What follows belongs to an exercise in optimizing a design on an open flow for small area; a production flow would make more cautious choices. At most, simulation tests tie the RTL to the original design; equivalence was not proved. Only the layout flow was run in runs 4 and 5; the RTL was not checked for function there. Power is estimated from default activity; no workload was simulated.

$ cat flow/design.v
`timescale 1ns / 1ps
module vga(clk,
			  rst,
			  h_sync,
			  v_sync,
			  r_pixel,
			  c_pixel,
			  video_on);
	input  clk,rst;
	output h_sync,  
			 v_sync,  
			 video_on; 
	output [9:0] r_pixel, 
			 c_pixel; 
	wire		 h_sync,
				 v_sync,
				 video_on;
	reg [9:0] r_pixel,c_pixel;
	parameter H_PIXEL = 640;
	parameter HSYNC_START = 659;
	parameter HSYNC_END = 755;
	parameter H_MAX = 799;
	parameter V_PIXEL = 480;
	parameter VSYNC_START = 493;
	parameter VSYNC_END = 494;
	parameter V_MAX = 524;
	always @(posedge clk) begin
		if (rst) begin
			r_pixel 	<= 0;
			c_pixel  <= 0;
		end
		else begin
			if(c_pixel == H_MAX) begin
				c_pixel <= 10'b0;
			end
			else begin
				c_pixel <= c_pixel+1;
			end
			if(r_pixel >= V_MAX && c_pixel >= H_MAX) begin
				r_pixel <= 10'b0;
			end
			else if(c_pixel == H_MAX) begin
				r_pixel <= r_pixel +1;
			end
		end
	end
	assign h_sync   = ~((c_pixel >= HSYNC_START)&&(c_pixel <= HSYNC_END));
	assign v_sync   = ~((r_pixel >= VSYNC_START)&&(r_pixel <= VSYNC_END));
	assign video_on = ((c_pixel < H_PIXEL)&&(r_pixel < V_PIXEL));
endmodule
`timescale 1ns / 1ps
module LevelDebounce(clk,
							rst,
							button,
							debounce);
	input  	  clk,
				  rst,
				  button;
	output 	  debounce;
	reg [2:0]  cntr;
	reg 		  debounce;
	reg 		  button_1;
	reg 		  button_sync;
	always @(posedge clk)
	begin
		button_1 <= button;
		button_sync <= button_1;
	end
	always @(posedge clk)
	begin
		if(rst)
		begin
			cntr <= 0;
			debounce <= 0;
		end
		else if (button_sync)
		begin
			if(cntr == 3'd6)
			begin
				cntr <= 0 ;
				debounce <= 1;
			end
			else
			begin
				cntr <= cntr + 3'd1;
			end
		end
		else
		begin
			cntr <= 0;
			debounce <= 0;
		end
	end
endmodule
`timescale 1ns / 1ps
module food_gen(clk,
					 rst,
					 c_pixel,
					 r_pixel,
					 gen_food,
					 game_over,
					 food_X,
					 food_Y,
					 food_prnt,
					 bound_prnt );
	input [7:0] c_pixel,
					r_pixel;
	input 		clk,
					rst,
					gen_food,
					game_over;
	output 		food_prnt,
					bound_prnt;
	output [7:0]	food_X,
					food_Y;
	reg			food_prnt,
					bound_prnt;
	reg 	[7:0]	new_food_X,
					new_food_Y;
	reg 	[7:0] food_X,
					food_Y;
	always @(*)
	begin
		if(!game_over && !gen_food && c_pixel == food_X && r_pixel == food_Y) begin
			food_prnt = 1'b1;
		end
		else begin
			food_prnt = 1'b0;
		end
		if (c_pixel < 8'h10 || c_pixel >8'h90) begin
			 bound_prnt = 1'b1;
		end
		else if (r_pixel < 8'h0A || r_pixel >8'h6E) begin
			bound_prnt = 1'b1;
		end
		else begin
			bound_prnt = 1'b0;
		end
	end
	always @(posedge clk)
	begin
	  if (rst) begin
		new_food_X <= 8'h11;
		new_food_Y <= 8'hB;
	  end
	  else begin
		if(new_food_X >= 8'h89 )begin
			new_food_X <= 8'h11;
		end
		else begin
			new_food_X <= new_food_X + 1;
		end
		if(new_food_Y >= 8'h6d) begin
			new_food_Y <= 8'hB;
		end
		else begin
			new_food_Y <= new_food_Y + 1;
		end
	  end
	end
	always @(posedge clk)
	begin
	  if(rst) begin
			food_X <= 8'h50;
		   food_Y <= 8'h47;
	  end
	  else if(gen_food)begin
			food_X <= new_food_X;
		   food_Y <= new_food_Y;
	  end
	end
endmodule
`timescale 1ns / 1ps
module print_snake(clk,
						 rst,
						 btn_right,
						 btn_left,
						 btn_up,
						 btn_down,
						 r_pixel,
						 c_pixel,
						 food_X,
						 food_Y,
						 prnt,
						 make_food,
						 game_over);
	input 		 clk,
					 rst,
					 btn_right,
					 btn_left,
					 btn_up,
					 btn_down;
	input [9:0]  r_pixel,
					 c_pixel;
	input [7:0]  food_X,
					 food_Y;
	output 		 prnt;
	output reg	 make_food,
					 game_over;
	localparam [1:0] DR = 2'd0, DL = 2'd1, DU = 2'd2, DD = 2'd3;
	integer i;
	reg [8:0] spd;
	reg       post_ticket;
	always @(posedge clk) begin
		if (rst) begin
			spd <= 0;
			post_ticket <= 0;
		end
		else begin
			spd <= spd + 9'd1;
			post_ticket <= (spd == 9'd511);
		end
	end
	reg       mv_v;
	reg [1:0] mv_d;
	always @(posedge clk) begin
		if (rst)
			mv_v <= 0;
		else if (!game_over) begin
			if (btn_left)       begin mv_v <= 1; mv_d <= DL; end
			else if (btn_right) begin mv_v <= 1; mv_d <= DR; end
			else if (btn_up)    begin mv_v <= 1; mv_d <= DU; end
			else if (btn_down)  begin mv_v <= 1; mv_d <= DD; end
		end
	end
	reg [1:0]  HP;       
	reg [1:0]  LD;       
	reg [6:0]  z;        
	reg [15:0] body0;    
	reg [6:0]  len;      
	reg [6:0]  E;        
	reg        hit_r, dup_r;
	reg [15:0] tail;     
	wire [7:0] b0x = body0[15:8];
	wire [7:0] b0y = body0[7:0];
	wire       zf  = |z;
	reg [7:0] hx, hy;
	always @(*) begin
		hx = b0x;
		hy = b0y;
		if (zf)
			case (LD)
				DR: hx = b0x + 8'd1;
				DL: hx = b0x - 8'd1;
				DU: hy = b0y - 8'd1;
				DD: hy = b0y + 8'd1;
			endcase
	end
	wire go_keep = (len == 7'd100) & game_over;
	wire eat     = !go_keep && (body0 == {food_X, food_Y});
	wire wall    = (b0x == 8'h91) || (b0x == 8'h10) || (b0y == 8'h6F) || (b0y == 8'h0A);
	always @(posedge clk) begin
		if (rst) begin
			game_over <= 0;
			make_food <= 0;
			len       <= 7'd10;
			E         <= 7'd10;
			body0     <= 16'h4040;
			HP        <= DR;
			LD        <= DR;
			z         <= 0;
		end
		else if (post_ticket) begin
			make_food <= eat;
			len       <= (eat && len != 7'd100) ? len + 7'd1 : len;
			E         <= len;
			game_over <= go_keep | hit_r | wall;
			body0     <= go_keep ? 16'h0 : {hx, hy};
			LD        <= HP;
			if (mv_v && (mv_d[1] != HP[1]))
				HP <= mv_d;
			if (z != 7'd127)
				z <= z + 7'd1;
		end
	end
	reg [1:0] ring [0:99];
	reg [6:0] c100;
	reg       pending, fill, dirty;
	reg [1:0] ins_dir;
	wire       c99     = (c100 == 7'd99);
	wire       ins_now = c99 && (pending || post_ticket);
	wire       start   = ins_now || (c100 == 7'd0);
	wire [1:0] cur_dir = ins_now ? (pending ? ins_dir : LD) : (fill ? DR : ring[0]);
	always @(posedge clk) begin
		for (i = 0; i < 99; i = i + 1)
			ring[i] <= ring[i+1];
		ring[99] <= cur_dir;
	end
	always @(posedge clk) begin
		if (rst) begin
			c100    <= 0;
			pending <= 0;
			fill    <= 1;
			dirty   <= 0;
		end
		else begin
			c100    <= ins_now ? 7'd1 : (c99 ? 7'd0 : c100 + 7'd1);
			if (c99)
				fill <= 0;
			pending <= post_ticket ? !ins_now : (ins_now ? 1'b0 : pending);
			dirty   <= start ? (post_ticket && !ins_now) : (dirty | post_ticket);
		end
	end
	always @(posedge clk)
		if (post_ticket)
			ins_dir <= LD;
	reg [15:0] wpos;
	wire [6:0] zk     = (dirty && !start) ? z - 7'd1 : z;
	wire [6:0] kcur   = ins_now ? 7'd1 : c100 + 7'd1;
	wire       nostep = (kcur == zk) || (ins_now && !pending);
	wire [15:0] base  = start ? body0 : wpos;
	reg  [15:0] wnext;
	always @(*) begin
		wnext = base;
		if (!nostep)
			case (cur_dir)
				DR: wnext[15:8] = base[15:8] - 8'd1;
				DL: wnext[15:8] = base[15:8] + 8'd1;
				DU: wnext[7:0]  = base[7:0]  + 8'd1;
				DD: wnext[7:0]  = base[7:0]  - 8'd1;
			endcase
	end
	always @(posedge clk)
		wpos <= wnext;
	wire [6:0] wk  = (c100 == 7'd0) ? 7'd100 : c100;
	wire       eq0 = (wpos == body0);
	wire       eqt = (wpos == tail);
	reg        hacc, dacc;
	always @(posedge clk) begin
		if (wk == 7'd1) begin
			hacc <= 0;
			dacc <= eqt;
		end
		else begin
			hacc <= hacc | eq0;
			dacc <= dacc | eqt;
		end
		if (wk == E) begin
			hit_r <= hacc | eq0;
			dup_r <= dacc | eq0;
			tail  <= wpos;
		end
	end
	wire       lastline = (r_pixel[1:0] == 2'b11);
	wire       clr_all  = lastline && (c_pixel == 10'd579);
	wire [7:0] rowB     = r_pixel[9:2] + {7'd0, lastline && (c_pixel >= 10'd580)};
	reg  breq, bact, bext;
	wire bstart = start && breq;
	wire [6:0] limit = post_ticket ? len - 7'd1 : (dirty ? E - 7'd1 : E);
	wire       wset = ((bact && (wk <= limit)) || bext) && (wpos[7:0] == rowB);
	wire       tadd = post_ticket && (b0y == rowB);
	wire       sen  = wset | tadd;
	wire [7:0] sx   = wset ? wpos[15:8] : b0x;
	wire       trem = post_ticket && (len == E) && !dup_r && (tail[7:0] == rowB);
	always @(posedge clk) begin
		if (rst) begin
			breq <= 0;
			bact <= 0;
			bext <= 0;
		end
		else begin
			if (clr_all)
				breq <= 1;
			else if (bstart)
				breq <= 0;
			bact <= bstart ? 1'b1 : (start ? 1'b0 : bact);
			bext <= start && bact && (dirty || (post_ticket && ins_now));
		end
	end
	reg [144:16] bm;
	always @(posedge clk)
		for (i = 16; i <= 144; i = i + 1)
			bm[i] <= !clr_all && ((bm[i] && !(trem && tail[15:8] == i)) || (sen && sx == i));
	assign prnt = bm[c_pixel[9:2]];
endmodule
`timescale 1ns / 1ps
module set_color(clk,
					  rst,
					  video_on,
					  food_prnt,
					  bound_prnt,
					  prnt,
					  game_over,
					  vgaRed,
					  vgaGreen,
					  vgaBlue);
	input		 	 clk,
					 rst,
					 video_on;
	input  	    food_prnt,
					 game_over,
					 bound_prnt,
					 prnt;
	output [2:0] vgaRed;
	output [2:0] vgaGreen;
	output [1:0] vgaBlue;
	reg 			 flag;
	reg    [2:0] vgaRed,
					 vgaGreen;
	reg	 [1:0] vgaBlue;
	always @(posedge clk)
	begin
	    if(rst) begin
			flag 		<= 0;
			vgaRed   <= 3'h7;
			vgaGreen <= 3'h0;
			vgaBlue  <= 2'h0;
	    end
	    else if(video_on)begin
			 if(flag) begin
				 vgaRed   <= 3'h0;
				 vgaGreen <= 3'h0;
				 vgaBlue  <= 2'h0;
			 end
			 else if(game_over)begin
				 flag <= 1;
			 end
			 else if(bound_prnt == 1'b1) begin
				 vgaRed   <= 3'h0;
				 vgaGreen <= 3'h0;
				 vgaBlue  <= 2'h3;
			 end
			 else if(prnt == 1'b1 )begin
				 vgaRed   <= 3'h7;
				 vgaGreen <= 3'h0;
				 vgaBlue  <= 2'h0;
			 end
			 else if(food_prnt == 1'b1)begin
				 vgaRed   <= 3'h0;
				 vgaGreen <= 3'h7;
				 vgaBlue  <= 2'h0;
			 end
			 else begin
				 vgaRed   <= 3'h0;
				 vgaGreen <= 3'h0;
				 vgaBlue  <= 2'h0;
			 end
		end
		else begin
			vgaRed   <= 3'h0;
			vgaGreen <= 3'h0;
			vgaBlue  <= 2'h0;
		end
	end
endmodule
`timescale 1ns / 1ps
module snake_game(clk,
						rst,
						btn_right,
						btn_left,
						btn_up,
						btn_down,
						h_sync,
						v_sync,
						vgaRed,
						vgaGreen,
						vgaBlue);
	input 		 clk,
					 rst,
					 btn_right,
					 btn_left,
					 btn_up,
					 btn_down;
	output 		 h_sync,
					 v_sync;
	output [2:0] vgaRed,
					 vgaGreen;
	output [1:0] vgaBlue;
	wire 		  	 btn_right_db,
					 btn_left_db,
					 btn_up_db,
					 btn_down_db,
					 prnt,
					 video_on,
					 game_over,
					 gen_food,
					 food_prnt,
					 bound_prnt;
	wire 	 [9:0] r_pixel,c_pixel;
	wire 	 [7:0] food_X,
					 food_Y;
	 vga	 SV( .clk(clk),
				  .rst(rst),
				  .h_sync(h_sync),
				  .v_sync(v_sync),
				  .r_pixel(r_pixel),
				  .c_pixel(c_pixel),
				  .video_on(video_on));
	 print_snake PS(.clk(clk),
						 .rst(rst),
						 .btn_right(btn_right_db),
						 .btn_left(btn_left_db),
						 .btn_up(btn_up_db),
						 .btn_down(btn_down_db),
						 .r_pixel(r_pixel),
						 .c_pixel(c_pixel),
						 .food_X(food_X),
						 .food_Y(food_Y),
						 .prnt(prnt),
						 .make_food(gen_food),
						 .game_over(game_over));
	 food_gen FG(.clk(clk),
					 .rst(rst),
					 .c_pixel(c_pixel[9:2]),
					 .r_pixel(r_pixel[9:2]),
					 .gen_food(gen_food),
					 .game_over(game_over),
					 .food_X(food_X),
					 .food_Y(food_Y),
					 .food_prnt(food_prnt),
					 .bound_prnt(bound_prnt) );
	 set_color SC(.clk(clk),
					  .rst(rst),
					  .video_on(video_on),
					  .food_prnt(food_prnt),
					  .bound_prnt(bound_prnt),
					  .prnt(prnt),
					  .game_over(game_over),
					  .vgaRed(vgaRed),
					  .vgaGreen(vgaGreen),
					  .vgaBlue(vgaBlue));
	 LevelDebounce BTN_Right(.clk(clk),
									 .rst(rst),
									 .button(btn_right),
									 .debounce(btn_right_db));
	 LevelDebounce BTN_Left( .clk(clk),
									 .rst(rst),
									 .button(btn_left),
									 .debounce(btn_left_db));
	 LevelDebounce BTN_Up(	 .clk(clk),
									 .rst(rst),
									 .button(btn_up),
									 .debounce(btn_up_db));
	 LevelDebounce BTN_Down( .clk(clk),
									 .rst(rst),
									 .button(btn_down),
									 .debounce(btn_down_db));
endmodule
$ cat flow/run.sh
#!/bin/bash
# synth_recipe.tcl (not shown) runs the flow's synth.tcl, then flattens the netlist and writes it again
# the make line also repeats each setting of config.mk as NAME=value (left out here)
make -C /OpenROAD-flow-scripts/flow DESIGN_CONFIG=/design/flow/config.mk WORK_HOME=/design/flow/orfs CLKGATE_MAP_FILE= SYNTH_SCRIPT=/design/flow/synth_recipe.tcl finish
$ cat flow/config.mk
export PLATFORM = sky130hd
export DESIGN_NAME = snake_game
export DESIGN_NICKNAME = snake_game
export VERILOG_FILES = /design/flow/design.v
export SDC_FILE = /design/flow/constraint.sdc
export NUM_CORES = 4
export LEC_CHECK = 0
export CAP_MARGIN = 20
export CORE_MARGIN = 2
export CORE_UTILIZATION = 60
export CTS_BUF_LIST = sky130_fd_sc_hd__clkbuf_8
export CTS_CLUSTER_SIZE = 20
export SLEW_MARGIN = 20
$ cat flow/constraint.sdc
create_clock -name core_clock -period 8.0 [get_ports {clk}]
set_input_delay 1.6000 -clock core_clock [delete_from_list [all_inputs] [get_ports {clk}]]
set_output_delay 1.6000 -clock core_clock [all_outputs]
set_load 0.01 [all_outputs]
==> impl_metrics.env, run 1 <==
export IMPL_cts_buffers=80
export IMPL_rsz0062_at_grt="no"
export IMPL_cts_root_buf="clkbuf_8"
export IMPL_std_cell_rows=69
export IMPL_drtIter0Drc=1158
export IMPL_final_cell_mix="dfxtp_1 (493), nand2_1 (161), nor2_1 (157)"
export IMPL_gr_total_overflow=0
export IMPL_syn_area_per_cell_um2=10.2
export IMPL_hold_ws_ps=314
export IMPL_yosys_top_cells_area="dfxtp_1 (46%), mux4_2 (4.3%), xor2_1 (4.3%)"
export IMPL_hold_path_class="reg2reg"
export IMPL_critical_path_class="reg2reg"
export IMPL_avgRoutedWirePerCell_um=19.2
export IMPL_placed_area_um2=21700
export IMPL_ys_seq_elements=516
export IMPL_stdcell_area_um2=23400
export IMPL_portBuffers=15
export IMPL_synthToLayoutAreaGrowth_pct=9.19
export IMPL_io_pin_count=16
export IMPL_vdd_ir_drop_max_mv=0.330
export IMPL_cts_repair_resized=0
export IMPL_gp_congestion=0.847
export IMPL_cp_start_kind="register"
export IMPL_antennaDiodeCount=0
export IMPL_hold_buffers=0
export IMPL_routed_via_density=5.94
export IMPL_core_um2=35400
export IMPL_cts_tree="yes"
export IMPL_worstSkewPairLatency_ps=670
export IMPL_final_antenna_net_count=0
export IMPL_p_leak_nw=8.85
export IMPL_syn_area_um2=21400
export IMPL_hpwl_um=32700
export IMPL_fin_setup_tns_ps=0
export IMPL_synth_cells=2103
export IMPL_ys_seq_area_share_pct=49.3
export IMPL_hold_viol=0
export IMPL_cp_end_kind="register"
export IMPL_die_h_um=193
export IMPL_min_from="PS.ring[76][1]"
export IMPL_die_area_um2=37200
export IMPL_drtPass1Iterations=5
export IMPL_p_per_area_nw_per_um2=228
export IMPL_synth_edf_count=22
export IMPL_fillers=2916
export IMPL_ys_types=70
export IMPL_async_flop_share_pct=0
export IMPL_period_needed_ps=5190
export IMPL_drc=0
export IMPL_grt_pass1_vias=14871
export IMPL_routed_wl_um=49800
export IMPL_grt_pass1_wl_um=79800
export IMPL_setup_viol=0
export IMPL_clk_pin_slew_ps=60
export IMPL_h_tree_depth=3
export IMPL_grt_max_degree=116
export IMPL_utilization_pct=66.1
export IMPL_synth_main_ff_cell="dfxtp_1"
export IMPL_layout_nets=2144
export IMPL_grt_usage_pct=27.1
export IMPL_post_cts_buffers=0
export IMPL_rr_startpoint="SV.c_pixel[4]"
export IMPL_initial_core_util_pct=60.5
export IMPL_crit_required_ps=8510
export IMPL_crit_start="SV.c_pixel[4]"
export IMPL_cts_sinks=516
export IMPL_drive_above_1_share_pct=9.76
export IMPL_die_w_um=193
export IMPL_worstMarginPinSlew_ps=971
export IMPL_num_vias=15401
export IMPL_max_slew_margin_pct=34.8
export IMPL_slew_violations=0
export IMPL_max_freq_mhz=193
export IMPL_clockBufferDepth=3
export IMPL_critPathMaxFanout=31
export IMPL_maxCapViolCount=0
export IMPL_status="complete, no violations"
export IMPL_synth_fp_nets=2181
export IMPL_final_common_cell="dfxtp_1"
export IMPL_synth_top_area_cell="dfxtp_1"
export IMPL_cp_arrival_ps=5690
export IMPL_post_route_period_util_pct=64.8
export IMPL_skew_ps=39.7
export IMPL_antenna_found_initial=0
export IMPL_synth_top_area_share_pct=46.2
export IMPL_yosysWarnings=6
[routing by layer]
| metal | vias to the layer above | routed length, um | part of all wire (%) | GRT usage, % |
|---|---|---|---|---|
| li1 | 7416 | - | - | - |
| met2 | 458 | 23100 | 46 | 44.5 |
| met3 | 92 | 2630 | 5.3 | 4.71 |
| met1 | 7435 | 22900 | 46 | 36.6 |
| met5 | - | 0 | 0 | 0 |
| met4 | 0 | 1180 | 2.4 | 8.86 |
[stage by stage]
stage | setup WS [ps] | power, mW | instances
floorplan | 3780 | 3.01 | 2103
global placement | 3130 | 3.09 | 2445
detailed placement | 2950 | 3.10 | 2445
CTS | 2940 | 5.38 | 2593
global route | 2510 | 5.54 | 2593
finish | 2810 | 5.33 | 2593
[sequential cells by signal, summed over array words and instances, names as in the netlist, 9 cells and up]
signal / flops
SV.r_pixel: 10
PS.tail: 16
PS.wpos: 16
PS.ring: 200
PS.bm: 129
PS.body0: 16
PS.spd: 9
SV.c_pixel: 10
[cell families after synthesis]
family / synth area share, %
fa+ha+maj: 4.35
compound gates: 13.5
mux: 7.13
simple gates: 13.3
buf+inv: 3.73
xor+xnor: 8.69
flops: 49.3
other cells: 0.0175
[final cells by class]
| cell class | count | area (um2) | area share [%] |
|---|---|---|---|
| clock buffers | 103 | 1420 | 6.06 |
| multi-input cells | 1392 | 10100 | 43.2 |
| inverters | 45 | 169 | 0.722 |
| flip-flops and latches | 516 | 10600 | 45.1 |
| clock inverters | 45 | 295 | 1.26 |
| well taps | 461 | 577 | 2.47 |
| repair buffers | 31 | 269 | 1.15 |
[power breakdown]
group / switching (mW) / internal, mW
Clock: 1.04 / 1.24
Combinational: 0.173 / 0.149
Sequential: 0.0853 / 2.64
Total: 1.30 / 4.03
[critical path, stage by stage (launching register included)]
cell and delay (ps):
dfxtp_1 580, nor4_1 880, nor2b_1 110, o311a_1 340
ha_1 240, ha_1 250, nand3_2 120, xor2_1 260
xnor2_1 90, nor4_1 330, nand4_1 170, a21oi_2 130
buf_4 400, nor4b_1 160, a21oi_4 790, o31ai_1 170
[final timing paths]
kind                     to  slack (ps)  cells after the start
min reg2reg  PS.ring[75][1]         310                      0
min          PS.ring[75][1]         310                      0
max reg2reg      PS.bm[122]        2810                     15
max              PS.bm[122]        2810                     15
[synthesized netlist by cell type, types with 6 or more instances]
master,instances
nand4_1,22
and3_1,19
buf_1,13
o211ai_1,115
nor3_1,35
xor2_1,105
a21o_1,14
o31ai_1,87
mux2_2,11
mux2i_1,48
o21ai_0,80
nor2b_1,18
nand2_1,161
mux4_2,41
nand2b_1,30
inv_1,45
nand3b_1,9
a31oi_1,10
and2_1,6
edfxtp_1,22
xnor3_1,8
o21bai_1,7
dfxtp_1,494
buf_4,8
or4_1,7
ha_1,68
nor4b_1,10
buf_2,29
nor2_1,157
a21oi_1,77
nor4_1,24
xnor2_1,87
or3_1,12
clkbuf_1,100
nand3_1,58
==> run 2, diff against run 1 <==
--- a/flow/config.mk
+++ b/flow/config.mk
@@ -9,5 +9,5 @@
 export CORE_MARGIN = 2
 export CORE_UTILIZATION = 60
-export CTS_BUF_LIST = sky130_fd_sc_hd__clkbuf_8
-export CTS_CLUSTER_SIZE = 20
+export CTS_BUF_LIST = sky130_fd_sc_hd__clkbuf_4
+export CTS_CLUSTER_SIZE = 30
 export SLEW_MARGIN = 20
==> impl_metrics.env, run 2 <==
export IMPL_grt_usage_pct=27.5
export IMPL_period_needed_ps=5180
export IMPL_cts_buffers=133
export IMPL_antenna_found_initial=2
export IMPL_cts_tree="yes"
export IMPL_gp_congestion=0.847
export IMPL_die_h_um=193
export IMPL_drtIter0Drc=1130
export IMPL_fin_ws_ps=2820
export IMPL_cts_repair_resized=0
export IMPL_utilization_pct=66.0
export IMPL_top_register="PS.ring"
export IMPL_worstSkewPairLatency_ps=860
export IMPL_ys_seq_elements=516
export IMPL_initial_core_util_pct=60.5
export IMPL_finalPower_mw=5.28
export IMPL_async_flop_share_pct=0
export IMPL_hpwl_um=32700
export IMPL_cts_root_buf="clkbuf_4"
export IMPL_gr_total_overflow=0
export IMPL_synth_cells=2103
export IMPL_hold_ws_ps=296
export IMPL_synth_most_common_cell="dfxtp_1"
export IMPL_hold_path_class="reg2reg"
export IMPL_maxCapViolCount=0
export IMPL_cts_sinks=516
export IMPL_worstMarginPinSlew_ps=974
export IMPL_p_per_area_nw_per_um2=226
export IMPL_drtPass1Iterations=7
export IMPL_cp_arrival_ps=5820
export IMPL_dpl_worst_slack_ps=2950
export IMPL_placed_area_um2=21700
export IMPL_hold_buffers=0
export IMPL_core_um2=35400
export IMPL_max_slew_margin_pct=34.9
export IMPL_routed_wl_um=50300
export IMPL_ys_types=70
export IMPL_synth_top_area_share_pct=46.2
export IMPL_grt_max_degree=116
export IMPL_grt_pass1_wl_um=80700
export IMPL_placed_cells=2445
export IMPL_stdcell_count=2675
export IMPL_top_regs="PS.ring x200, PS.bm x129"
export IMPL_avgRoutedWirePerCell_um=18.8
export IMPL_clk_pin_slew_ps=60
export IMPL_syn_area_per_cell_um2=10.2
export IMPL_skew_ps=75.1
export IMPL_setup_viol=0
export IMPL_fin_setup_tns_ps=0
export IMPL_drive_above_1_share_pct=13.2
export IMPL_slew_violations=0
export IMPL_ys_seq_area_share_pct=49.3
export IMPL_yosys_top_cells_area="dfxtp_1 (46%), mux4_2 (4.3%), xor2_1 (4.3%)"
export IMPL_portBuffers=15
export IMPL_status="complete, no violations"
export IMPL_routed_via_density=5.91
export IMPL_max_freq_mhz=193
export IMPL_critical_path_class="reg2reg"
export IMPL_synth_common_cells="dfxtp_1 (494), nand2_1 (161), nor2_1 (157), o211ai_1 (115), xor2_1 (105)"
export IMPL_synth_edf_count=22
export IMPL_h_tree_depth=4
export IMPL_num_vias=15797
export IMPL_p_leak_nw=8.85
export IMPL_cp_end_kind="register"
export IMPL_critPathMaxFanout=31
export IMPL_std_cell_rows=69
export IMPL_met3_length_um=2990
export IMPL_crit_required_ps=8650
export IMPL_die_area_um2=37200
export IMPL_top_layer="met4"
export IMPL_drc=0
export IMPL_synth_top_area_cell="dfxtp_1"
export IMPL_synth_main_ff_cell="dfxtp_1"
export IMPL_grt_pass1_vias=15420
export IMPL_wl_met1_um=22500
export IMPL_die_w_um=193
export IMPL_post_cts_buffers=0
export IMPL_final_common_cell="dfxtp_1"
export IMPL_final_cell_mix="dfxtp_1 (493), clkbuf_4 (182), nand2_1 (161)"
export IMPL_layout_nets=2197
export IMPL_syn_area_um2=21400
export IMPL_post_route_period_util_pct=64.7
export IMPL_clockBufferDepth=3
export IMPL_final_antenna_net_count=0
export IMPL_wl_met2_um=23700
export IMPL_yosysWarnings=6
export IMPL_hold_viol=0
export IMPL_io_pin_count=16
export IMPL_largest_reg_flops=200
export IMPL_stdcell_area_um2=23300
export IMPL_cp_start_kind="register"
export IMPL_rsz0062_at_grt="no"
export IMPL_synthToLayoutAreaGrowth_pct=9.03
export IMPL_reg2reg_slack_ps=2820
export IMPL_vdd_ir_drop_max_mv=0.209
export IMPL_synth_fp_nets=2181
## run 2: cell counts after synthesis
Identical to the previous run, type by type.
## run 2: logic make-up after synthesis
group / Yosys count / synth area share (%)
compound gates: 432 / 13.5
mux: 100 / 7.13
buf+inv: 195 / 3.73
flops: 516 / 49.3
fa+ha+maj: 72 / 4.35
other cells: 1 / 0.0175
xor+xnor: 200 / 8.69
simple gates: 587 / 13.3
## run 2: cell type report
type                       count  area, um2
timing repair buffer          31        269
sequential                   516      10600
clock inverter                46        308
multi-input combinational   1392      10100
clock buffer                 182       1370
inverter                      45        169
antenna                        2       5.00
tap                          461        577
fill                        2988      12000
## run 2: critical path: stages (launching register included)
cell and delay (ps):
dfxtp_1 570, nor4_1 880, nor2b_1 110, o311a_1 340, ha_1 240, ha_1 250, nand3_2 120, xor2_1 260
xnor2_1 90, nor4_1 330, nand4_1 170, a21oi_2 130, buf_4 390, nor4b_1 150, a21oi_4 790, o31ai_1 150
## run 2: path summary, 6_finish.rpt
check / depth (start not counted) / from / end
worst max-delay path: 15 / SV.c_pixel[4] / PS.bm[114]
worst min-delay path: 0 / PS.ring[5][1] / PS.ring[4][1]
worst max register to register: 15 / SV.c_pixel[4] / PS.bm[114]
worst min register to register: 0 / PS.ring[5][1] / PS.ring[4][1]
## run 2: per-layer routing
layer / GRT usage [%] / up-vias
li1: - / 7600
met1: 35.9 / 7577
met2: 45.1 / 525
met3: 5.78 / 95
met4: 10.0 / 0
met5: 0 / -
## run 2: where the power goes
part / leakage, nW / internal [mW] / switching [mW]
combinational: 3.67 / 0.149 / 0.173
clock: 0.990 / 1.17 / 1.07
sequential: 4.19 / 2.64 / 0.0862
==> run 3, diff against run 2 <==
--- a/flow/config.mk
+++ b/flow/config.mk
@@ -8,6 +8,4 @@
 export CAP_MARGIN = 20
 export CORE_MARGIN = 2
-export CORE_UTILIZATION = 60
-export CTS_BUF_LIST = sky130_fd_sc_hd__clkbuf_4
-export CTS_CLUSTER_SIZE = 30
+export CORE_UTILIZATION = 40
 export SLEW_MARGIN = 20
==> impl_metrics.env, run 3 <==
export IMPL_slowest_stage="nor4_1"
export IMPL_hold_depth=0
export IMPL_cts_sinks=516
export IMPL_power_net_switching_mw=1.31
export IMPL_core_um2=52800
export IMPL_min_to="PS.ring[85][0]"
export IMPL_period_needed_ps=5620
export IMPL_max_slew_margin_pct=25.7
export IMPL_die_w_um=235
export IMPL_rr_startpoint="SV.c_pixel[3]"
export IMPL_cts_root_buf="clkbuf_16"
export IMPL_maxCapViolCount=0
export IMPL_cp_start_kind="register"
export IMPL_antennaDiodeCount=0
export IMPL_num_vias=15329
export IMPL_p_sw_share_pct=23.6
export IMPL_cts_buffers=53
export IMPL_async_flop_share_pct=0
export IMPL_rr_endpoint="PS.bm[80]"
export IMPL_synth_top_area_share_pct=46.2
export IMPL_ys_seq_elements=516
export IMPL_io_pin_count=16
export IMPL_crit_family="simple AND/OR/NAND/NOR gates"
export IMPL_hpwl_um=33700
export IMPL_max_stage_delay_ps=780
export IMPL_p_leak_nw=8.73
export IMPL_dpl_worst_slack_ps=2490
export IMPL_synthToLayoutAreaGrowth_pct=10.9
export IMPL_p_seq_share_pct=49.2
export IMPL_antenna_found_initial=1
export IMPL_slew_violations=0
export IMPL_die_area_um2=55400
export IMPL_grt_pass1_vias=14861
export IMPL_reg2reg_slack_ps=2380
export IMPL_hold_viol=0
export IMPL_placed_area_um2=21900
export IMPL_syn_area_per_cell_um2=10.2
export IMPL_rsz0062_at_grt="no"
export IMPL_portBuffers=15
export IMPL_clk_pin_slew_ps=60
export IMPL_post_cts_buffers=0
export IMPL_top_regs="PS.ring x200, PS.bm x129"
export IMPL_cp_end_kind="register"
export IMPL_synth_common_cells="dfxtp_1 (494), nand2_1 (161), nor2_1 (157), o211ai_1 (115), xor2_1 (105)"
export IMPL_path_cells="buf_4 > nor4_1 > nor2b_1 > o311a_1 > ha_1 > ha_1 > nand3_2 > xor2_1 > xnor2_1 > nor4_1 > nand4_1 > a21oi_2 > buf_4 > mux2i_2 > buf_4 > nand2b_1 > o21ai_0"
export IMPL_fin_ws_ps=2380
export IMPL_yosys_top_cells_area="dfxtp_1 (46%), mux4_2 (4.3%), xor2_1 (4.3%)"
export IMPL_layout_nets=2116
export IMPL_status="complete, no violations"
export IMPL_fillers=4976
export IMPL_min_from="PS.ring[86][0]"
export IMPL_cpMostUsedCell="buf_4"
export IMPL_stdcell_area_um2=23700
export IMPL_initial_core_util_pct=40.6
export IMPL_worstMarginPinSlew_ps=1110
export IMPL_routed_via_density=5.54
export IMPL_grt_pass1_wl_um=82800
export IMPL_drive_above_1_share_pct=8.38
export IMPL_std_cell_rows=84
export IMPL_ys_types=70
export IMPL_multi_input_area_um2=10100
export IMPL_clockBufferDepth=3
export IMPL_setup_viol=0
export IMPL_syn_area_um2=21400
export IMPL_synth_edf_count=22
export IMPL_cp_arrival_ps=6060
export IMPL_critPathMaxFanout=39
export IMPL_path_buf_inv=3
export IMPL_synth_top_area_cell="dfxtp_1"
export IMPL_final_common_cell="dfxtp_1"
export IMPL_p_per_area_nw_per_um2=234
export IMPL_p_comb_share_pct=5.9
export IMPL_hold_path_class="reg2reg"
export IMPL_synth_main_ff_cell="dfxtp_1"
export IMPL_routed_wl_um=50900
export IMPL_synth_cells=2103
export IMPL_post_route_period_util_pct=70.2
export IMPL_vdd_ir_drop_max_mv=0.172
export IMPL_top_register="PS.ring"
export IMPL_ys_seq_area_share_pct=49.3
export IMPL_avgRoutedWirePerCell_um=18.4
export IMPL_skew_ps=41.5
export IMPL_fin_setup_tns_ps=0
export IMPL_gr_total_overflow=0
export IMPL_p_int_mw=4.24
export IMPL_clkPwrFrac_pct=44.9
export IMPL_crit_required_ps=8440
export IMPL_die_h_um=235
export IMPL_worstSkewPairLatency_ps=620
export IMPL_drtIter0Drc=1068
export IMPL_grt_usage_pct=18.3
export IMPL_synth_most_common_cell="dfxtp_1"
export IMPL_finalPower_mw=5.55
export IMPL_yosysWarnings=6
export IMPL_cts_tree="yes"
export IMPL_utilization_pct=45.0
export IMPL_hold_buffers=0
export IMPL_final_cell_mix="dfxtp_1 (493), nand2_1 (161), nor2_1 (157)"
export IMPL_grt_max_degree=106
export IMPL_largest_reg_flops=200
export IMPL_synth_fp_nets=2181
export IMPL_gp_congestion=0.827
export IMPL_cts_repair_resized=0
export IMPL_critical_path_class="reg2reg"
export IMPL_drc=0
export IMPL_final_antenna_net_count=0
export IMPL_reg2regPathDepth=17
export IMPL_max_freq_mhz=178
export IMPL_drtPass1Iterations=9
export IMPL_h_tree_depth=2
export IMPL_seq_area_um2=10600
==> run 3: area by class of cell <==
class	count	share of cell area (%)
Sequential cell	516	44.4
Multi-Input combinational cell	1392	42.6
Clock buffer	75	6.53
Tap cell	688	3.62
Timing Repair Buffer	30	1.09
Clock inverter	19	1.05
Inverter	45	0.711
==> run 3: kinds of logic after synthesis <==
| group | synth area share (%) |
|---|---|
| simple gates | 13.3 |
| flops | 49.3 |
| compound gates | 13.5 |
| xor+xnor | 8.69 |
| buf+inv | 3.73 |
| mux | 7.13 |
| fa+ha+maj | 4.35 |
| other cells | 0.0175 |
==> run 3: worst max path at each step <==
stage | from | endpoint | slack, ps | cells after the start
final | SV.c_pixel[3] | PS.bm[80] | 2380 | 17
after global routing | SV.c_pixel[4] | PS.bm[80] | 2100 | 16
after CTS | SV.c_pixel[4] | PS.bm[80] | 2460 | 16
after detailed placement | SV.c_pixel[4] | PS.bm[80] | 2490 | 16
after global placement | SV.c_pixel[3] | PS.bm[55] | 2600 | 16
after floorplan | SV.c_pixel[3] | PS.bm[32] | 3780 | 18
==> run 3: per-stage QoR <==
step,hold slack [ps],instances
floorplan,310,2103
global placement,310,2670
detailed placement,312,2671
CTS,312,2765
global route,320,2765
finish,318,2765
==> run 3: layer usage <==
layer,vias to the layer above,wire (um),global-route usage [%]
met5,-,11,0
met2,478,23300,29.3
li1,7343,-,-
met1,7429,23400,25.4
met4,2,1040,5.13
met3,77,3240,2.99
==> run 3: power by group through the flow <==
| stage | Combinational [mW] | Sequential [mW] | Clock [mW] |
|---|---|---|---|
| 2_1_floorplan | 0.303 | 2.71 | 0 |
| 4_1_cts | 0.328 | 2.73 | 2.56 |
| 3_5_place_dp | 0.325 | 2.79 | 0 |
| 6_report | 0.330 | 2.73 | 2.49 |
| 3_3_place_gp | 0.315 | 2.78 | 0 |
| 5_1_grt | 0.369 | 2.74 | 2.65 |
==> run 3: worst register-to-register path, stage by stage (launching register included) <==
cell	delay [ps]
dfxtp_1	290
buf_4	310
nor4_1	790
nor2b_1	130
o311a_1	360
ha_1	240
ha_1	250
nand3_2	130
xor2_1	250
xnor2_1	100
nor4_1	350
nand4_1	200
a21oi_2	410
buf_4	410
mux2i_2	500
buf_4	320
nand2b_1	260
o21ai_0	140
==> run 4, diff against run 3 <==
--- a/flow/design.v
+++ b/flow/design.v
@@ -59,5 +59,5 @@
 	output 	  debounce;
 	reg [2:0]  cntr;
-	reg 		  debounce;
+	wire 		  debounce = (cntr == 3'd7);
 	reg 		  button_1;
 	reg 		  button_sync;
@@ -69,26 +69,8 @@
 	always @(posedge clk)
 	begin
-		if(rst)
-		begin
+		if (rst || !button_sync)
 			cntr <= 0;
-			debounce <= 0;
-		end
-		else if (button_sync)
-		begin
-			if(cntr == 3'd6)
-			begin
-				cntr <= 0 ;
-				debounce <= 1;
-			end
-			else
-			begin
-				cntr <= cntr + 3'd1;
-			end
-		end
-		else
-		begin
-			cntr <= 0;
-			debounce <= 0;
-		end
+		else if (cntr != 3'd7)
+			cntr <= cntr + 3'd1;
 	end
 endmodule
@@ -226,13 +208,13 @@
 	reg [1:0]  HP;       
 	reg [1:0]  LD;       
-	reg [6:0]  z;        
+	reg        zf;       
 	reg [15:0] body0;    
 	reg [6:0]  len;      
-	reg [6:0]  E;        
+	reg        grew;     
+	wire [6:0] E = len - {6'd0, grew};   
 	reg        hit_r, dup_r;
 	reg [15:0] tail;     
 	wire [7:0] b0x = body0[15:8];
 	wire [7:0] b0y = body0[7:0];
-	wire       zf  = |z;
 	reg [7:0] hx, hy;
 	always @(*) begin
@@ -255,14 +237,14 @@
 			make_food <= 0;
 			len       <= 7'd10;
-			E         <= 7'd10;
+			grew      <= 0;
 			body0     <= 16'h4040;
 			HP        <= DR;
 			LD        <= DR;
-			z         <= 0;
+			zf        <= 0;
 		end
 		else if (post_ticket) begin
 			make_food <= eat;
 			len       <= (eat && len != 7'd100) ? len + 7'd1 : len;
-			E         <= len;
+			grew      <= eat && len != 7'd100;
 			game_over <= go_keep | hit_r | wall;
 			body0     <= go_keep ? 16'h0 : {hx, hy};
@@ -270,6 +252,5 @@
 			if (mv_v && (mv_d[1] != HP[1]))
 				HP <= mv_d;
-			if (z != 7'd127)
-				z <= z + 7'd1;
+			zf        <= 1;
 		end
 	end
@@ -281,5 +262,6 @@
 	wire       ins_now = c99 && (pending || post_ticket);
 	wire       start   = ins_now || (c100 == 7'd0);
-	wire [1:0] cur_dir = ins_now ? (pending ? ins_dir : LD) : (fill ? DR : ring[0]);
+	wire [1:0] new_dir = zf ? LD : DL;    
+	wire [1:0] cur_dir = ins_now ? (pending ? ins_dir : new_dir) : (fill ? DR : ring[0]);
 	always @(posedge clk) begin
 		for (i = 0; i < 99; i = i + 1)
@@ -304,9 +286,11 @@
 	always @(posedge clk)
 		if (post_ticket)
-			ins_dir <= LD;
+			ins_dir <= new_dir;
 	reg [15:0] wpos;
-	wire [6:0] zk     = (dirty && !start) ? z - 7'd1 : z;
-	wire [6:0] kcur   = ins_now ? 7'd1 : c100 + 7'd1;
-	wire       nostep = (kcur == zk) || (ins_now && !pending);
+	reg [1:0]  wprev;    
+	wire [1:0] prev   = start ? LD : wprev;
+	wire       nostep = (cur_dir == DL && prev == DR) || (ins_now && !pending);
+	always @(posedge clk)
+		wprev <= cur_dir;
 	wire [15:0] base  = start ? body0 : wpos;
 	reg  [15:0] wnext;
@@ -342,10 +326,9 @@
 		end
 	end
-	wire       lastline = (r_pixel[1:0] == 2'b11);
-	wire       clr_all  = lastline && (c_pixel == 10'd579);
-	wire [7:0] rowB     = r_pixel[9:2] + {7'd0, lastline && (c_pixel >= 10'd580)};
+	wire       clr_all = (c_pixel == 10'd579);
+	wire [7:0] rowB    = r_pixel[9:2] + {7'd0, (r_pixel[1:0] == 2'b11) && (c_pixel >= 10'd580)};
 	reg  breq, bact, bext;
 	wire bstart = start && breq;
-	wire [6:0] limit = post_ticket ? len - 7'd1 : (dirty ? E - 7'd1 : E);
+	wire [6:0] limit = dirty ? E - 7'd1 : E;
 	wire       wset = ((bact && (wk <= limit)) || bext) && (wpos[7:0] == rowB);
 	wire       tadd = post_ticket && (b0y == rowB);
@@ -368,9 +351,48 @@
 		end
 	end
-	reg [144:16] bm;
+	reg [15:0] dlo;
+	reg [9:1]  dhi;
+	always @(*) begin
+		dlo = 16'd0;
+		dlo[sx[3:0]] = 1'b1;
+		dhi = 9'd0;
+		for (i = 1; i <= 9; i = i + 1)
+			dhi[i] = sen && (sx[7:4] == i);
+	end
+	wire [144:16] bmn;
+	genvar g;
+	generate
+		for (g = 16; g <= 144; g = g + 1) begin : map
+			rowmap_bit mb(.clk(clk), .clr(clr_all), .h(dhi[g/16]), .l(dlo[g%16]), .qn(bmn[g]));
+		end
+	endgenerate
+	reg       m1v, m2v, tk1;
+	reg [7:0] m1x, m2x;
+	always @(posedge clk) begin
+		if (rst || clr_all) begin
+			m1v <= 0;
+			m2v <= 0;
+			tk1 <= 0;
+		end
+		else if (post_ticket) begin
+			tk1 <= 1;
+			if (!tk1) begin
+				m1v <= trem;
+				m1x <= tail[15:8];
+			end
+			else begin
+				m2v <= trem;
+				m2x <= tail[15:8];
+			end
+		end
+	end
+	wire [7:0] cx = c_pixel[9:2];
+	assign prnt = !bmn[cx] && !(m1v && m1x == cx) && !(m2v && m2x == cx);
+endmodule
+module rowmap_bit(clk, clr, h, l, qn);
+	input clk, clr, h, l;
+	output reg qn;
 	always @(posedge clk)
-		for (i = 16; i <= 144; i = i + 1)
-			bm[i] <= !clr_all && ((bm[i] && !(trem && tail[15:8] == i)) || (sen && sx == i));
-	assign prnt = bm[c_pixel[9:2]];
+		qn <= clr | (qn & ~(h & l));
 endmodule
 `timescale 1ns / 1ps
--- a/flow/config.mk
+++ b/flow/config.mk
@@ -8,4 +8,6 @@
 export CAP_MARGIN = 20
 export CORE_MARGIN = 2
-export CORE_UTILIZATION = 40
+export CORE_UTILIZATION = 60
+export CTS_CLUSTER_DIAMETER = 60
+export CTS_CLUSTER_SIZE = 30
 export SLEW_MARGIN = 20
==> impl_metrics.env, run 4 <==
export IMPL_grt_max_degree=66
export IMPL_routed_via_density=5.83
export IMPL_post_cts_buffers=0
export IMPL_vdd_ir_drop_max_mv=0.230
export IMPL_syn_area_um2=20900
export IMPL_cts_tree="yes"
export IMPL_drive_above_1_share_pct=8.36
export IMPL_ys_types=89
export IMPL_yosysWarnings=7
export IMPL_p_int_mw=3.63
export IMPL_drtPass1Iterations=5
export IMPL_drtIter0Drc=1238
export IMPL_skew_ps=26.9
export IMPL_synth_fp_nets=2144
export IMPL_ys_seq_elements=519
export IMPL_setup_viol=0
export IMPL_cts_buffers=31
export IMPL_synth_common_cells="dfxtp_1 (481), nor2_1 (288), a21oi_1 (178), xor2_1 (113)"
export IMPL_cp_end_kind="register"
export IMPL_max_slew_margin_pct=23.4
export IMPL_die_w_um=191
export IMPL_hold_viol=0
export IMPL_die_h_um=191
export IMPL_async_flop_share_pct=0
export IMPL_final_cell_mix="dfxtp_1 (479), nor2_1 (287), a21oi_1 (177)"
export IMPL_synth_top_area_share_pct=46.0
export IMPL_critical_path_class="reg2reg"
export IMPL_cp_start_kind="register"
export IMPL_grt_pass1_wl_um=74400
export IMPL_p_leak_nw=8.55
export IMPL_die_area_um2=36400
export IMPL_worstSkewPairLatency_ps=600
export IMPL_synth_main_ff_cell="dfxtp_1"
export IMPL_slew_violations=0
export IMPL_routed_wl_um=46700
export IMPL_antennaDiodeCount=0
export IMPL_synth_edf_count=38
export IMPL_maxCapViolCount=0
export IMPL_gp_congestion=0.920
export IMPL_io_pin_count=16
export IMPL_ys_seq_area_share_pct=51.4
export IMPL_p_comb_share_pct=6.6
export IMPL_status="complete, no violations"
export IMPL_cp_arrival_ps=7200
export IMPL_h_tree_depth=1
export IMPL_clk_pin_slew_ps=100
export IMPL_crit_family="simple AND/OR/NAND/NOR gates"
export IMPL_cts_root_buf="clkbuf_16"
export IMPL_drc=0
export IMPL_max_stage_delay_ps=750
export IMPL_path_cells="or2_2 > nor3_1 > nor2b_1 > o311a_1 > ha_1 > ha_1 > nand3b_1 > a21oi_1 > nor4_1 > or2_0 > nor2_1 > mux2i_1 > ha_1 > nand2_1 > a2bb2oi_1 > o21ai_2 > nor2b_1 > a21oi_1"
export IMPL_hpwl_um=32300
export IMPL_largest_reg_flops=198
export IMPL_core_um2=34500
export IMPL_final_common_cell="dfxtp_1"
export IMPL_critPathMaxFanout=24
export IMPL_cpMostUsedCell="ha_1"
export IMPL_path_buf_inv=0
export IMPL_avgRoutedWirePerCell_um=18.9
export IMPL_p_per_area_nw_per_um2=216
export IMPL_hold_buffers=0
export IMPL_num_vias=14445
export IMPL_cts_sinks=519
export IMPL_grt_pass1_vias=13603
export IMPL_fin_setup_tns_ps=0
export IMPL_worstMarginPinSlew_ps=1130
export IMPL_final_antenna_net_count=0
export IMPL_max_freq_mhz=148
export IMPL_layout_nets=2079
export IMPL_dpl_worst_slack_ps=1350
export IMPL_clkPwrFrac_pct=36.9
export IMPL_rsz0062_at_grt="no"
export IMPL_fin_ws_ps=1230
export IMPL_grt_usage_pct=25.9
export IMPL_synth_top_area_cell="dfxtp_1"
export IMPL_antenna_found_initial=1
export IMPL_top_register="PS.ring"
export IMPL_p_sw_share_pct=24.9
export IMPL_period_needed_ps=6770
export IMPL_synth_most_common_cell="dfxtp_1"
export IMPL_synth_cells=2065
export IMPL_portBuffers=15
export IMPL_slowest_stage="or2_0"
export IMPL_initial_core_util_pct=60.8
export IMPL_std_cell_rows=68
export IMPL_post_route_period_util_pct=84.6
export IMPL_top_regs="PS.ring x198, PS.map.mb.qn x129"
export IMPL_clockBufferDepth=3
export IMPL_synthToLayoutAreaGrowth_pct=6.54
export IMPL_crit_required_ps=8430
export IMPL_gr_total_overflow=0
export IMPL_yosys_top_cells_area="dfxtp_1 (46%), edfxtp_1 (5.4%), nor2_1 (5.2%)"
export IMPL_hold_path_class="reg2reg"
export IMPL_syn_area_per_cell_um2=10.1
export IMPL_power_net_switching_mw=1.20
export IMPL_cts_repair_resized=0
export IMPL_p_seq_share_pct=56.5
run 4: cell families (layout without fill, tap and decap cells):
logic type | Yosys count | in the layout | synth area share, %
mux | 90 | 90 | 6.02
compound gates | 324 | 324 | 9.48
buf+inv | 172 | 128 | 3.61
fa+ha+maj | 73 | 73 | 4.50
xor+xnor | 200 | 200 | 8.43
simple gates | 686 | 686 | 16.5
flops | 519 | 519 | 51.4
other cells | 1 | 1 | 0.0179
run 4: path summary, 6_finish.rpt:
kind | from | end | slack [ps] | depth (start not counted)
worst max-delay path | SV.c_pixel[4] | PS.map[108].mb.qn | 1230 | 18
worst max register to register | SV.c_pixel[4] | PS.map[108].mb.qn | 1230 | 18
worst min register to register | PS.ring[13][1] | PS.ring[12][1] | 330 | 0
worst min-delay path | PS.ring[13][1] | PS.ring[12][1] | 330 | 0
run 4: stage by stage:
step / instances / instance area [um2] / utilization (%) / hold WS, ps / power, mW
after global routing: 2476 / 22300 / 64.8 / 326 / 5.02
after floorplan: 2065 / 20900 / - / 310 / 3.02
after CTS: 2476 / 22300 / 64.7 / 327 / 4.86
after global placement: 2422 / 21200 / 61.5 / 309 / 3.09
final: 2476 / 22300 / 64.8 / 325 / 4.83
after detailed placement: 2422 / 21200 / 61.5 / 312 / 3.10
run 4: worst reg2reg max path, stage by stage, from the launching register on:
cell and delay, ps:
dfxtp_1 600, or2_2 490, nor3_1 420, nor2b_1 140
o311a_1 330, ha_1 230, ha_1 290, nand3b_1 150
a21oi_1 60, nor4_1 390, or2_0 750, nor2_1 260
mux2i_1 220, ha_1 410, nand2_1 120, a2bb2oi_1 160
o21ai_2 720, nor2b_1 710, a21oi_1 170
run 4: final cells by class:
cell class              count  area, um2
clock buffers              37        838
clock inverters            17        273
fillers                  2817      12100
inverters                  45        169
multi-input cells        1374       9440
flip-flops and latches    519      10800
well taps                 455        569
repair buffers             29        250
run 4: power groups by stage:
stage | clock (mW) | combinational (mW) | sequential, mW
3_3_place_gp | 0 | 0.308 | 2.79
6_report | 1.78 | 0.319 | 2.73
3_5_place_dp | 0 | 0.313 | 2.79
4_1_cts | 1.82 | 0.317 | 2.73
5_1_grt | 1.92 | 0.356 | 2.74
2_1_floorplan | 0 | 0.287 | 2.73
run 4: layer usage:
metal | routed length [um] | share of wire [%] | global-route usage, % | vias to the layer above
met5 | 0 | 0 | 0 | -
met4 | 1280 | 2.8 | 7.42 | 0
met3 | 2460 | 5.3 | 3.39 | 89
met2 | 20600 | 44 | 39.7 | 372
met1 | 22400 | 48 | 38.2 | 6977
li1 | - | - | - | 7007
==> run 5, diff against run 4 <==
--- a/flow/config.mk
+++ b/flow/config.mk
@@ -9,5 +9,5 @@
 export CORE_MARGIN = 2
 export CORE_UTILIZATION = 60
-export CTS_CLUSTER_DIAMETER = 60
-export CTS_CLUSTER_SIZE = 30
+export CTS_CLUSTER_DIAMETER = 100
+export CTS_CLUSTER_SIZE = 25
 export SLEW_MARGIN = 20
==> impl_metrics.env, run 5 <==
export IMPL_status="complete, no violations"
export IMPL_cp_start_kind="register"
export IMPL_synth_most_common_cell="dfxtp_1"
export IMPL_max_freq_mhz=148
export IMPL_grt_usage_pct=25.7
export IMPL_syn_area_um2=20900
export IMPL_p_per_area_nw_per_um2=201
export IMPL_avgRoutedWirePerCell_um=18.9
export IMPL_max_slew_margin_pct=22.7
export IMPL_final_common_cell="dfxtp_1"
export IMPL_p_leak_nw=8.34
export IMPL_placed_cells=2422
export IMPL_drc=0
export IMPL_critical_path_class="reg2reg"
export IMPL_slew_violations=0
export IMPL_grt_pass1_vias=13502
export IMPL_reg2regPathDepth=18
export IMPL_worstMarginPinSlew_ps=1140
export IMPL_cts_tree="yes"
export IMPL_synthToLayoutAreaGrowth_pct=4.38
export IMPL_post_route_period_util_pct=84.5
export IMPL_drtIter0Drc=1158
export IMPL_rr_endpoint="PS.map[108].mb.qn"
export IMPL_ys_seq_elements=519
export IMPL_maxCapViolCount=0
export IMPL_synth_edf_count=38
export IMPL_grt_pass1_wl_um=73900
export IMPL_fin_setup_tns_ps=0
export IMPL_largest_reg_flops=198
export IMPL_cp_arrival_ps=7180
export IMPL_rsz0062_at_grt="no"
export IMPL_min_to="PS.ring[8][1]"
export IMPL_placed_area_um2=21200
export IMPL_hold_buffers=0
export IMPL_hpwl_um=32300
export IMPL_routed_via_density=5.82
export IMPL_min_from="PS.ring[9][1]"
export IMPL_grt_max_degree=66
export IMPL_cp_end_kind="register"
export IMPL_crit_required_ps=8420
export IMPL_stdcell_area_um2=21900
export IMPL_cts_root_buf="clkbuf_16"
export IMPL_ys_seq_area_share_pct=51.4
export IMPL_antennaDiodeCount=0
export IMPL_final_antenna_net_count=0
export IMPL_h_tree_depth=1
export IMPL_routed_wl_um=46400
export IMPL_die_area_um2=36400
export IMPL_layout_nets=2072
export IMPL_std_cell_rows=68
export IMPL_post_cts_buffers=0
export IMPL_hold_ws_ps=324
export IMPL_num_vias=14302
export IMPL_hold_path_class="reg2reg"
export IMPL_yosysWarnings=7
export IMPL_yosys_top_cells_area="dfxtp_1 (46%), edfxtp_1 (5.4%), nor2_1 (5.2%)"
export IMPL_period_needed_ps=6760
export IMPL_dpl_worst_slack_ps=1350
export IMPL_stdcell_count=2456
export IMPL_final_cell_mix="dfxtp_1 (479), nor2_1 (287), a21oi_1 (177)"
export IMPL_antenna_found_initial=1
export IMPL_skew_ps=26.1
export IMPL_worstSkewPairLatency_ps=580
export IMPL_fin_ws_ps=1240
export IMPL_hold_viol=0
export IMPL_initial_core_util_pct=60.8
export IMPL_syn_area_per_cell_um2=10.1
export IMPL_cts_repair_resized=0
export IMPL_drtPass1Iterations=5
export IMPL_synth_top_area_share_pct=46.0
export IMPL_synth_common_cells="dfxtp_1 (481), nor2_1 (288), a21oi_1 (178), xor2_1 (113)"
export IMPL_synth_fp_nets=2144
export IMPL_core_um2=34500
export IMPL_cts_buffers=24
export IMPL_ys_types=89
export IMPL_reg2reg_slack_ps=1240
export IMPL_critPathMaxFanout=24
export IMPL_clk_pin_slew_ps=100
export IMPL_top_register="PS.ring"
export IMPL_synth_cells=2065
export IMPL_synth_main_ff_cell="dfxtp_1"
export IMPL_finalPower_mw=4.39
export IMPL_io_pin_count=16
export IMPL_gp_congestion=0.920
export IMPL_hold_depth=0
export IMPL_cts_sinks=519
export IMPL_die_w_um=191
export IMPL_top_regs="PS.ring x198, PS.map.mb.qn x129"
export IMPL_gr_total_overflow=0
export IMPL_vdd_ir_drop_max_mv=0.233
export IMPL_die_h_um=191
export IMPL_rr_startpoint="SV.c_pixel[4]"
export IMPL_crit_start="SV.c_pixel[4]"
export IMPL_setup_viol=0
export IMPL_utilization_pct=63.4
export IMPL_async_flop_share_pct=0
export IMPL_drive_above_1_share_pct=7.20
export IMPL_portBuffers=15
export IMPL_clockBufferDepth=3
export IMPL_synth_top_area_cell="dfxtp_1"
[run 5: how the worst max path moves through the flow]
stage / endpoint / slack [ps]
2_1_floorplan: PS.map[83].mb.qn / 2880
3_3_place_gp: PS.map[108].mb.qn / 1520
3_5_place_dp: PS.map[108].mb.qn / 1350
4_1_cts: PS.map[60].mb.qn / 1330
5_1_grt: PS.map[108].mb.qn / 840
6_report: PS.map[108].mb.qn / 1240
[run 5: routing by layer]
| metal | global-route usage, % | routed length, um | part of all wire (%) |
|---|---|---|---|
| met1 | 37.9 | 22300 | 48 |
| met2 | 39.4 | 20400 | 44 |
| met3 | 3.04 | 2170 | 4.7 |
| met4 | 7.90 | 1390 | 3.0 |
| met5 | 0 | 7 | 0.015 |
[run 5: cell type report]
cell class	count	area [um2]
repair buffers	29	250
well taps	455	569
clock buffers	31	627
fillers	2872	12600
clock inverters	3	40.0
inverters	45	169
multi-input cells	1374	9440
flip-flops and latches	519	10800
[run 5: critical path: stages (launching register included)]
cell and delay, ps:
dfxtp_1 620, or2_2 480, nor3_1 390, nor2b_1 140, o311a_1 330, ha_1 230, ha_1 290, nand3b_1 140
a21oi_1 60, nor4_1 380, or2_0 740, nor2_1 260, mux2i_1 220, ha_1 400, nand2_1 120, a2bb2oi_1 160
o21ai_2 750, nor2b_1 710, a21oi_1 170
[run 5: kinds of logic after synthesis]
| group | count (synthesis) | share of synthesized area [%] |
|---|---|---|
| fa+ha+maj | 73 | 4.50 |
| other cells | 1 | 0.0179 |
| xor+xnor | 200 | 8.43 |
| mux | 90 | 6.02 |
| simple gates | 686 | 16.5 |
| compound gates | 324 | 9.48 |
| flops | 519 | 51.4 |
| buf+inv | 172 | 3.61 |
[run 5: where the power goes]
part	leakage [nW]	switching, mW	internal [mW]
registers	4.23	0.0767	2.65
clock network	0.323	0.783	0.560
logic	3.78	0.177	0.140
total	8.34	1.04	3.35
==> run 6, diff against run 5 <==
--- a/flow/design.v
+++ b/flow/design.v
@@ -360,9 +360,9 @@
 			dhi[i] = sen && (sx[7:4] == i);
 	end
-	wire [144:16] bmn;
+	wire [144:16] bm;
 	genvar g;
 	generate
 		for (g = 16; g <= 144; g = g + 1) begin : map
-			rowmap_bit mb(.clk(clk), .clr(clr_all), .h(dhi[g/16]), .l(dlo[g%16]), .qn(bmn[g]));
+			rowmap_bit mb(.clk(clk), .clr(clr_all), .h(dhi[g/16]), .l(dlo[g%16]), .q(bm[g]));
 		end
 	endgenerate
@@ -388,11 +388,40 @@
 	end
 	wire [7:0] cx = c_pixel[9:2];
-	assign prnt = !bmn[cx] && !(m1v && m1x == cx) && !(m2v && m2x == cx);
+	wire bsel;
+	rowmap_read rr(.bm(bm), .cx(cx), .q(bsel));
+	assign prnt = bsel && !(m1v && m1x == cx) && !(m2v && m2x == cx);
 endmodule
-module rowmap_bit(clk, clr, h, l, qn);
+module rowmap_bit(clk, clr, h, l, q);
 	input clk, clr, h, l;
-	output reg qn;
+	output reg q;
 	always @(posedge clk)
-		qn <= clr | (qn & ~(h & l));
+		q <= ~clr & (q | (h & l));
+endmodule
+module rowmap_read(bm, cx, q);
+	input [144:16] bm;
+	input [7:0] cx;
+	output q;
+	wire [15:0] lo;
+	wire [9:1]  hi;
+	wire [9:1]  g;
+	genvar j;
+	generate
+		for (j = 0; j < 16; j = j + 1) begin : dl
+			assign lo[j] = (cx[3:0] == j);
+		end
+		for (j = 1; j <= 9; j = j + 1) begin : dh
+			assign hi[j] = (cx[7:4] == j);
+		end
+		for (j = 1; j <= 8; j = j + 1) begin : gr
+			rm_group16 gg(.b(bm[16*j+15:16*j]), .lo(lo), .y(g[j]));
+		end
+	endgenerate
+	assign g[9] = bm[144];
+	assign q = |(g & hi);
+endmodule
+module rm_group16(b, lo, y);
+	input [15:0] b, lo;
+	output y;
+	assign y = |(b & lo);
 endmodule
 `timescale 1ns / 1ps
--- a/flow/config.mk
+++ b/flow/config.mk
@@ -12,2 +12,4 @@
 export CTS_CLUSTER_SIZE = 25
 export SLEW_MARGIN = 20
+export SYNTH_HIERARCHICAL = 1
+export SYNTH_MINIMUM_KEEP_SIZE = 0
==> impl_metrics.env, run 6 <==
export IMPL_drtIter0Drc=1094
export IMPL_avgRoutedWirePerCell_um=18.0
export IMPL_crit_family="simple AND/OR/NAND/NOR gates"
export IMPL_worstMarginPinSlew_ps=1080
export IMPL_yosysWarnings=13
export IMPL_grt_pass1_wl_um=69800
export IMPL_top_register="PS.ring"
export IMPL_drtPass1Iterations=5
export IMPL_status="complete, no violations"
export IMPL_hold_buffers=0
export IMPL_largest_reg_flops=200
export IMPL_hpwl_um=29100
export IMPL_cp_arrival_ps=6920
export IMPL_cts_tree="yes"
export IMPL_max_stage_delay_ps=900
export IMPL_gr_total_overflow=0
export IMPL_period_needed_ps=6400
export IMPL_synth_fp_nets=2004
export IMPL_max_freq_mhz=156
export IMPL_hold_viol=0
export IMPL_vdd_ir_drop_max_mv=0.216
export IMPL_cp_start_kind="register"
export IMPL_clockBufferDepth=3
export IMPL_p_sw_share_pct=23.4
export IMPL_cts_sinks=519
export IMPL_max_slew_margin_pct=28.3
export IMPL_rsz0062_at_grt="no"
export IMPL_crit_required_ps=8520
export IMPL_yosys_top_cells_area="dfxtp_1 (48%), edfxtp_1 (5.6%), nor2_1 (4.9%)"
export IMPL_p_seq_share_pct=62.5
export IMPL_clk_pin_slew_ps=100
export IMPL_synth_edf_count=38
export IMPL_ys_types=86
export IMPL_grt_max_degree=81
export IMPL_clkPwrFrac_pct=30.7
export IMPL_setup_viol=0
export IMPL_grt_pass1_vias=13067
export IMPL_cts_repair_resized=0
export IMPL_synth_cells=1928
export IMPL_die_w_um=188
export IMPL_layout_nets=1996
export IMPL_portBuffers=15
export IMPL_cp_end_kind="register"
export IMPL_p_leak_nw=8.53
export IMPL_h_tree_depth=1
export IMPL_slowest_stage="nor3_1"
export IMPL_ys_seq_elements=519
export IMPL_final_common_cell="dfxtp_1"
export IMPL_p_int_mw=3.35
export IMPL_antennaDiodeCount=0
export IMPL_path_cells="or4_1 > a211oi_1 > nor2_1 > ha_1 > ha_1 > xnor2_2 > xnor2_1 > nor3_1 > nand4_1 > or3_1 > nor2_1 > mux2i_1 > ha_1 > nand2_1 > nor2_1 > a211oi_1 > a21oi_1 > nor3_1 > a21oi_1 > nor2_1"
export IMPL_maxCapViolCount=0
export IMPL_synth_main_ff_cell="dfxtp_1"
export IMPL_synth_common_cells="dfxtp_1 (481), nor2_1 (265), a21oi_1 (190), xor2_1 (109), xnor2_1 (85)"
export IMPL_cts_root_buf="clkbuf_16"
export IMPL_final_cell_mix="dfxtp_1 (481), nor2_1 (265), a21oi_1 (188)"
export IMPL_slew_violations=0
export IMPL_routed_via_density=5.80
export IMPL_skew_ps=25.6
export IMPL_worstSkewPairLatency_ps=590
export IMPL_p_comb_share_pct=6.8
export IMPL_die_h_um=188
export IMPL_synthToLayoutAreaGrowth_pct=6.13
export IMPL_drive_above_1_share_pct=7.17
export IMPL_synth_top_area_share_pct=47.7
export IMPL_utilization_pct=64.3
export IMPL_hold_path_class="reg2reg"
export IMPL_async_flop_share_pct=0
export IMPL_synth_top_area_cell="dfxtp_1"
export IMPL_dpl_worst_slack_ps=1580
export IMPL_fillers=2803
export IMPL_post_cts_buffers=0
export IMPL_path_buf_inv=0
export IMPL_p_per_area_nw_per_um2=204
export IMPL_top_regs="PS.ring x200, PS.map.mb.q x129"
export IMPL_synth_most_common_cell="dfxtp_1"
export IMPL_num_vias=13759
export IMPL_grt_usage_pct=24.2
export IMPL_std_cell_rows=67
export IMPL_power_net_switching_mw=1.02
export IMPL_io_pin_count=16
export IMPL_antenna_found_initial=0
export IMPL_fin_setup_tns_ps=0
export IMPL_fin_ws_ps=1600
export IMPL_die_area_um2=35200
export IMPL_cpMostUsedCell="nor2_1"
export IMPL_syn_area_um2=20200
export IMPL_finalPower_mw=4.37
export IMPL_ys_seq_area_share_pct=53.3
export IMPL_cts_buffers=24
export IMPL_routed_wl_um=42700
export IMPL_initial_core_util_pct=60.6
export IMPL_syn_area_per_cell_um2=10.5
export IMPL_critPathMaxFanout=20
export IMPL_critical_path_class="reg2reg"
export IMPL_stdcell_count=2372
export IMPL_core_um2=33400
export IMPL_drc=0
export IMPL_gp_congestion=0.843
export IMPL_final_antenna_net_count=0
export IMPL_post_route_period_util_pct=80.0
export IMPL_placed_cells=2342
## run 6: cell count changes after synthesis, moves of 13 or more
cell,change
a31oi_1,-13
clkbuf_1,-19
buf_2,-31
nand2_1,-23
a22o_1,+32
inv_1,-15
nand3_1,-15
mux4_2,-26
a221oi_2,+32
nor2_1,-23
## run 6: final cells by class
class                      count  area (um2)  area share (%)
clock buffer                  28         616            2.87
timing repair buffer          41         340            1.59
inverter                      28         105           0.490
tap                          448         561            2.61
multi-input combinational   1306        9010            42.0
sequential                   519       10800            50.2
clock inverter                 2        38.8           0.181
## run 6: final timing paths
check,from,to,slack [ps],cells past startpoint
worst max-delay path,SV.c_pixel[2],PS.map[30].mb.q,1600,20
worst min-delay path,PS.ring[96][0],PS.ring[95][0],330,0
worst min register to register,PS.ring[96][0],PS.ring[95][0],330,0
worst max register to register,SV.c_pixel[2],PS.map[30].mb.q,1600,20
## run 6: power groups by stage
stage / Combinational (mW) / Clock, mW / Sequential [mW]
2_1_floorplan: 0.270 / 0 / 2.74
3_3_place_gp: 0.283 / 0 / 2.79
3_5_place_dp: 0.290 / 0 / 2.79
4_1_cts: 0.294 / 1.37 / 2.73
5_1_grt: 0.329 / 1.46 / 2.74
6_report: 0.295 / 1.34 / 2.73
## run 6: metal layers
metal,vias to the layer above,global-route usage (%),wire [um]
met3,60,2.34,1880
met2,329,38.9,19500
met1,6628,35.4,20400
met4,0,6.12,956
met5,-,0,0
li1,6742,-,-
## run 6: cell families (layout without fill, tap and decap cells)
| kind of cell | Yosys count | count (layout) | synth area share, % |
|---|---|---|---|
| buffers and inverters | 103 | 99 | 2.38 |
| xor gates and xnor gates | 201 | 201 | 9.16 |
| other | 1 | 1 | 0.0186 |
| AOI/OAI and AO/OA | 359 | 359 | 12.4 |
| DFF | 519 | 519 | 53.3 |
| muxes | 65 | 65 | 3.36 |
| and+or+nand+nor | 610 | 610 | 14.9 |
| adders and majority gates | 70 | 70 | 4.48 |
## run 6: stage by stage
stage	instance area (um2)	hold slack, ps
2_1_floorplan	20200	310
3_3_place_gp	20800	312
3_5_place_dp	20800	312
4_1_cts	21400	327
5_1_grt	21400	330
6_report	21400	326
## run 6: Yosys stat by module, one instance, submodules excluded, excerpt
module / area [um2] / cells / flip-flops and latches
set_color: 203 / 20 / 4
rowmap_bit: 28.8 / 3 / 1
rm_group16: 101 / 9 / 0
rowmap_read: 210 / 34 / 0
LevelDebounce: 184 / 15 / 5
vga: 1080 / 124 / 20
print_snake: 11900 / 1074 / 314

==> what the ideal ports hide <==
In the flow no input, the clock included, has a driving cell. The finished layouts below were timed again as built, in two steps.
Step 1 assumes that a clkbuf_16 drives the clock port and a buf_2 every other input.
Step 2, shift: input delay + t, output delay - t, t = (earliest + latest rising clock arrival at the registers) / 2. This alone moves slack from input paths to output paths.
Three values: ideal ports, drivers, drivers and shift; two values: the first two.
| run | shift t [ns] | setup WS [ns] | worst data-port slew with drivers (ns) |
|---|---|---|---|
| run 1 | 0.703 | 2.815 / 2.815 / 2.815 | 0.03 |
| run 2 | 0.871 | 2.824 / 2.824 / 2.824 | 0.03 |
| run 3 | 0.660 | 2.385 / 2.385 / 2.385 | 0.03 |
| run 4 | 0.638 | 1.235 / 1.235 / 1.235 | 0.03 |
| run 5 | 0.628 | 1.240 / 1.240 / 1.240 | 0.03 |
| run 6 | 0.633 | 1.602 / 1.602 / 1.602 | 0.03 |
After both steps every run listed still meets setup and hold.
